What follows belongs to an exercise in optimizing a design on an open flow for small area, a short achievable clock period and few clock cycles per item; a production flow would make more cautious choices.
In this exercise RTL edits were held to simulation tests only and were not proved equivalent to the original.

## wip/tundra
## melendez_mult
module melendez_mult (rst, clk, multiplier, multiplicand, product, done);
  input rst, clk;
  input [31:0] multiplier, multiplicand;
  output [63:0] product;
  output done;
  reg [1:0] cnt;                
  reg done_q;                   
  reg first_q;                  
  reg [8:0] dig_q;              
  reg [32:0] s_q;           
  reg [32:0] c_q;           
  reg [7:0] pa_q, pb_q;         
  reg neg3_q;                   
  reg [23:0] lo_q;              
  assign done = done_q;
  wire [8:0] dig = first_q ? {multiplier[8:1], 1'b0} : dig_q;
  reg [8:0] dig_next;
  always @(*)
    case (cnt)
      2'd0: dig_next = multiplier[16:8];
      2'd1: dig_next = multiplier[24:16];
      2'd2: dig_next = {1'b0, multiplier[31:24]};
      default: dig_next = 9'd0;
    endcase
  wire [3:0] one, two, neg, negn;
  wire [32:0] a_ext = {1'b0, multiplicand};
  wire [32:0] a_sh = {multiplicand, 1'b0};
  assign one[0] = dig[1] ^ dig[0];
  assign two[0] = (dig[2] & ~dig[1] & ~dig[0]) | (~dig[2] & dig[1] & dig[0]);
  assign neg[0] = dig[2];
  assign negn[0] = ~dig[2];
  assign one[1] = dig[3] ^ dig[2];
  assign two[1] = (dig[4] & ~dig[3] & ~dig[2]) | (~dig[4] & dig[3] & dig[2]);
  assign neg[1] = dig[4];
  assign negn[1] = ~dig[4];
  assign one[2] = dig[5] ^ dig[4];
  assign two[2] = (dig[6] & ~dig[5] & ~dig[4]) | (~dig[6] & dig[5] & dig[4]);
  assign neg[2] = dig[6];
  assign negn[2] = ~dig[6];
  assign one[3] = dig[7] ^ dig[6];
  assign two[3] = (dig[8] & ~dig[7] & ~dig[6]) | (~dig[8] & dig[7] & dig[6]);
  assign neg[3] = dig[8];
  assign negn[3] = ~dig[8];
  wire [32:0] pp0;
  mm_bsel u_bs0_0 (.one(one[0]), .two(two[0]), .neg(neg[0]), .a(a_ext[0]), .a1(a_sh[0]), .p(pp0[0]));
  ...
For scale: ~1000 cells after synthesis, ~130 I/O pins.
==> flow/config.mk <==
export PLATFORM = sky130hd
export DESIGN_NAME = melendez_mult
export DESIGN_NICKNAME = melendez_mult
export VERILOG_FILES = /design/flow/design.v
export SDC_FILE = /design/flow/constraint.sdc
export NUM_CORES = 4
export LEC_CHECK = 0
export CAP_MARGIN = 20
export CORE_MARGIN = 2
export CORE_UTILIZATION = 40
export CTS_BUF_LIST = sky130_fd_sc_hd__clkbuf_4 sky130_fd_sc_hd__clkbuf_8
export SETUP_SLACK_MARGIN = 1.1
export SLEW_MARGIN = 20
export SYNTH_HIERARCHICAL = 1
export SYNTH_MINIMUM_KEEP_SIZE = 0
==> flow/constraint.sdc <==
create_clock -name core_clock -period 5.0 [get_ports {clk}]
set_input_delay 1.0000 -clock core_clock [delete_from_list [all_inputs] [get_ports {clk}]]
set_output_delay 1.0000 -clock core_clock [all_outputs]
set_load 0.01 [all_outputs]
standard.sh (not shown) runs the stock make flow with config.mk's settings and CLKGATE_MAP_FILE= SYNTH_SCRIPT=/design/flow/synth_recipe.tcl, a recipe that flattens the netlist after the stock synthesis.
==> flow/flow/run.sh <==
#!/bin/bash
set -euo pipefail
export BUFFER_PORTS_ARGS="-buffer_cell sky130_fd_sc_hd__buf_2"
bash standard.sh synth > flow_synth.log 2>&1
odb=orfs/results/sky130hd/melendez_mult/base/1_synth.odb
openroad -no_init -exit flow/downsize.tcl > flow_downsize.log 2>&1
bash standard.sh > flow_layout.log 2>&1
==> flow/flow/downsize.tcl <==
# Set every logic gate of the synthesized netlist to the smallest drive strength of
# its family (flip-flops, adders, buffers, inverters and tie cells are left alone).
set odb orfs/results/sky130hd/melendez_mult/base/1_synth.odb
read_db $odb
set db [ord::get_db]
set block [ord::get_db_block]
set n 0
set before 0.0
set after 0.0
foreach inst [$block getInsts] {
  set m [$inst getMaster]
  set name [$m getName]
  if {![regexp {^(sky130_fd_sc_hd__([a-z0-9]+))_([0-9]+)$} $name -> base fam drive]} { continue }
  if {[regexp {^(buf|inv|clkbuf|clkinv|clkinvlp|dfxtp|edfxtp|dfxbp|dfrtp|dfstp|fa|ha|conb|dlygate|clkdlybuf|dlymetal|bufbuf|lpflow|tap|fill|decap|mux2i|mux2)} $fam]} { continue }
  set best ""
  foreach d {1 0} {
    set cand [$db findMaster ${base}_$d]
    if {$cand != "NULL"} { set best $cand; break }
  }
  if {$best == "" || [$best getName] == $name} { continue }
  set before [expr {$before + [$m getWidth] * [$m getHeight] / 1e6}]
  set after [expr {$after + [$best getWidth] * [$best getHeight] / 1e6}]
  if {[$inst swapMaster $best]} { incr n }
}
puts "downsized $n instances: area $before -> $after um2"
write_db $odb
Testbench counts of wip/tundra, summed over its fixed seeds: cycles 2,296, products 384.
Inputs modified between wip/tundra and wip/maple:
# wip/tundra
export LEC_CHECK = 0
export CAP_MARGIN = 20
export CORE_MARGIN = 2
export CORE_UTILIZATION = 40
export CTS_BUF_LIST = sky130_fd_sc_hd__clkbuf_4 sky130_fd_sc_hd__clkbuf_8
export SETUP_SLACK_MARGIN = 1.1
export SLEW_MARGIN = 20
export SYNTH_HIERARCHICAL = 1
export SYNTH_MINIMUM_KEEP_SIZE = 0
create_clock -name core_clock -period 5.0 [get_ports {clk}]
# wip/maple
export LEC_CHECK = 0
export CAP_MARGIN = 20
export CORE_MARGIN = 2
export CORE_UTILIZATION = 40
export CTS_BUF_LIST = sky130_fd_sc_hd__clkbuf_4 sky130_fd_sc_hd__clkbuf_8
export SETUP_SLACK_MARGIN = 1.0
export SLEW_MARGIN = 20
export SYNTH_HIERARCHICAL = 1
export SYNTH_MINIMUM_KEEP_SIZE = 0
create_clock -name core_clock -period 5.0 [get_ports {clk}]
==> comparison <==
- [wip/maple vs wip/tundra] area used by multi-input combinational logic: lower in wip/maple
- Looking at portion of the clock cycle consumed by the worst path in the final layout, wip/maple sits 0.53 points above wip/tundra.
- Against wip/tundra, wip/maple reports a critical path arrival that is higher.
- Count of clock-buffer cells in the layout is higher on wip/tundra
- Status: synthesized area parity (wip/maple, wip/tundra)
For wip/lagoon, these inputs were changed with respect to wip/maple:
# wip/maple
export LEC_CHECK = 0
export CAP_MARGIN = 20
export CORE_MARGIN = 2
export CORE_UTILIZATION = 40
export CTS_BUF_LIST = sky130_fd_sc_hd__clkbuf_4 sky130_fd_sc_hd__clkbuf_8
export SETUP_SLACK_MARGIN = 1.0
export SLEW_MARGIN = 20
export SYNTH_HIERARCHICAL = 1
export SYNTH_MINIMUM_KEEP_SIZE = 0
create_clock -name core_clock -period 5.0 [get_ports {clk}]
# wip/lagoon
export LEC_CHECK = 0
export CAP_MARGIN = 20
export CORE_MARGIN = 2
export CORE_UTILIZATION = 40
export SETUP_SLACK_MARGIN = 1.0
export SLEW_MARGIN = 20
export SYNTH_HIERARCHICAL = 1
export SYNTH_MINIMUM_KEEP_SIZE = 0
create_clock -name core_clock -period 5.0 [get_ports {clk}]
==> flow/flow/run.sh <==
#!/bin/bash
set -euo pipefail
export BUFFER_PORTS_ARGS="-buffer_cell sky130_fd_sc_hd__buf_2"
bash standard.sh > standard_flow.log 2>&1
removed: flow/flow/downsize.tcl
==> summary.txt <==
Per the comparison of wip/lagoon with wip/maple, number of clock buffers in the layout up 1; cell area up about 9%.
Between wip/lagoon and wip/maple, critical path depth in cells is lower for wip/maple, wip/lagoon comes in above that.
Delta(area of the mapped netlist, wip/lagoon - wip/maple) > 0
Diff wip/maple -> wip/lagoon: core region area shows an increase of 7.7%; headroom to the max-slew limit shrank by 7.4 points; worst setup slack lower.
Diff wip/maple -> wip/lagoon | area occupied by multi-input gates | increase of 13%
Changes in wip/juniper relative to wip/lagoon:
# wip/lagoon
export LEC_CHECK = 0
export CAP_MARGIN = 20
export CORE_MARGIN = 2
export CORE_UTILIZATION = 40
export SETUP_SLACK_MARGIN = 1.0
export SLEW_MARGIN = 20
export SYNTH_HIERARCHICAL = 1
export SYNTH_MINIMUM_KEEP_SIZE = 0
create_clock -name core_clock -period 5.0 [get_ports {clk}]
# wip/juniper
export LEC_CHECK = 0
export CAP_MARGIN = 20
export CORE_MARGIN = 2
export CORE_UTILIZATION = 40
export SETUP_SLACK_MARGIN = 0.75
export SLEW_MARGIN = 20
export SYNTH_HIERARCHICAL = 1
export SYNTH_MINIMUM_KEEP_SIZE = 0
create_clock -name core_clock -period 5.0 [get_ports {clk}]
==> comparison <==
Taking wip/lagoon as the reference, in wip/juniper share of final-layout standard cells stronger than drive strength 1 lost 2.6 points, multi-input logic portion of the cell area now larger, setup slack of the worst register-to-register path now sits lower, storage element area did not really move.
> inputs changed (wip/juniper -> wip/harbor)
# wip/juniper
export LEC_CHECK = 0
export CAP_MARGIN = 20
export CORE_MARGIN = 2
export CORE_UTILIZATION = 40
export SETUP_SLACK_MARGIN = 0.75
export SLEW_MARGIN = 20
export SYNTH_HIERARCHICAL = 1
export SYNTH_MINIMUM_KEEP_SIZE = 0
create_clock -name core_clock -period 5.0 [get_ports {clk}]
# wip/harbor
export LEC_CHECK = 0
export ABC_AREA = 1
export CAP_MARGIN = 20
export CORE_MARGIN = 2
export CORE_UTILIZATION = 40
export SETUP_SLACK_MARGIN = 1.25
export SLEW_MARGIN = 20
export SYNTH_HIERARCHICAL = 1
export SYNTH_MINIMUM_KEEP_SIZE = 0
create_clock -name core_clock -period 5.0 [get_ports {clk}]
Notes after the runs:
- When the final numbers for wip/juniper and wip/harbor were put side by side, the die extent in y turned out to be smaller in wip/juniper.
- From wip/juniper to wip/harbor the numbers moved as follows: met2 track demand over resource higher, worst path setup slack after routing increased 0.43 ns.
- Between wip/juniper and wip/harbor, global-route wire length before repair is lower for wip/juniper, wip/harbor comes in above that.
- Via count: wip/harbor > wip/juniper
- Delta (wip/harbor minus wip/juniper): critical path buffer and inverter count +1, wire length +about 30%.
- Summary — utilization, wip/harbor relative to wip/juniper: higher, by 2.1 points.
- In the reports for wip/juniper and wip/harbor, the smaller share of the cycle needed by the critical path after routing belongs to wip/harbor.

afterwards: timing with drivers on the ports:
How much do the figures lean on ideal ports? The routed layouts below were timed once more, with nothing changed but the port constraints. Step 1 (the two cells are an assumption about what drives the block):
set clk [get_ports {clk}]
set_driving_cell -lib_cell sky130_fd_sc_hd__clkbuf_16 $clk
set_driving_cell -lib_cell sky130_fd_sc_hd__buf_2 [delete_from_list [all_inputs] $clk]
Step 2 also shifts input and output timing later by t, the mid clock arrival at the registers, as if the neighbouring blocks saw the same clock. Three values: no drivers, after step 1, after step 2; two values: the first two.
| run | t, ns | slack for setup (ns) | pins driven straight from the clock port |
|---|---|---|---|
| wip/tundra | 0.510 | 1.119 / 1.078 / 0.693 | 1 |
| wip/maple | 0.501 | 1.093 / 1.046 / 0.622 | 1 |
| wip/lagoon | 0.469 | 1.064 / 1.019 / 0.638 | 1 |
| wip/juniper | 0.467 | 0.869 / 0.822 / 0.533 | 1 |
| wip/harbor | 0.476 | 1.295 / 1.252 / 0.826 | 1 |
After both steps every run listed still meets setup and hold. The setup slack of wip/maple, which loses most, moves by -0.047 ns with the drivers and by -0.471 ns with both steps.
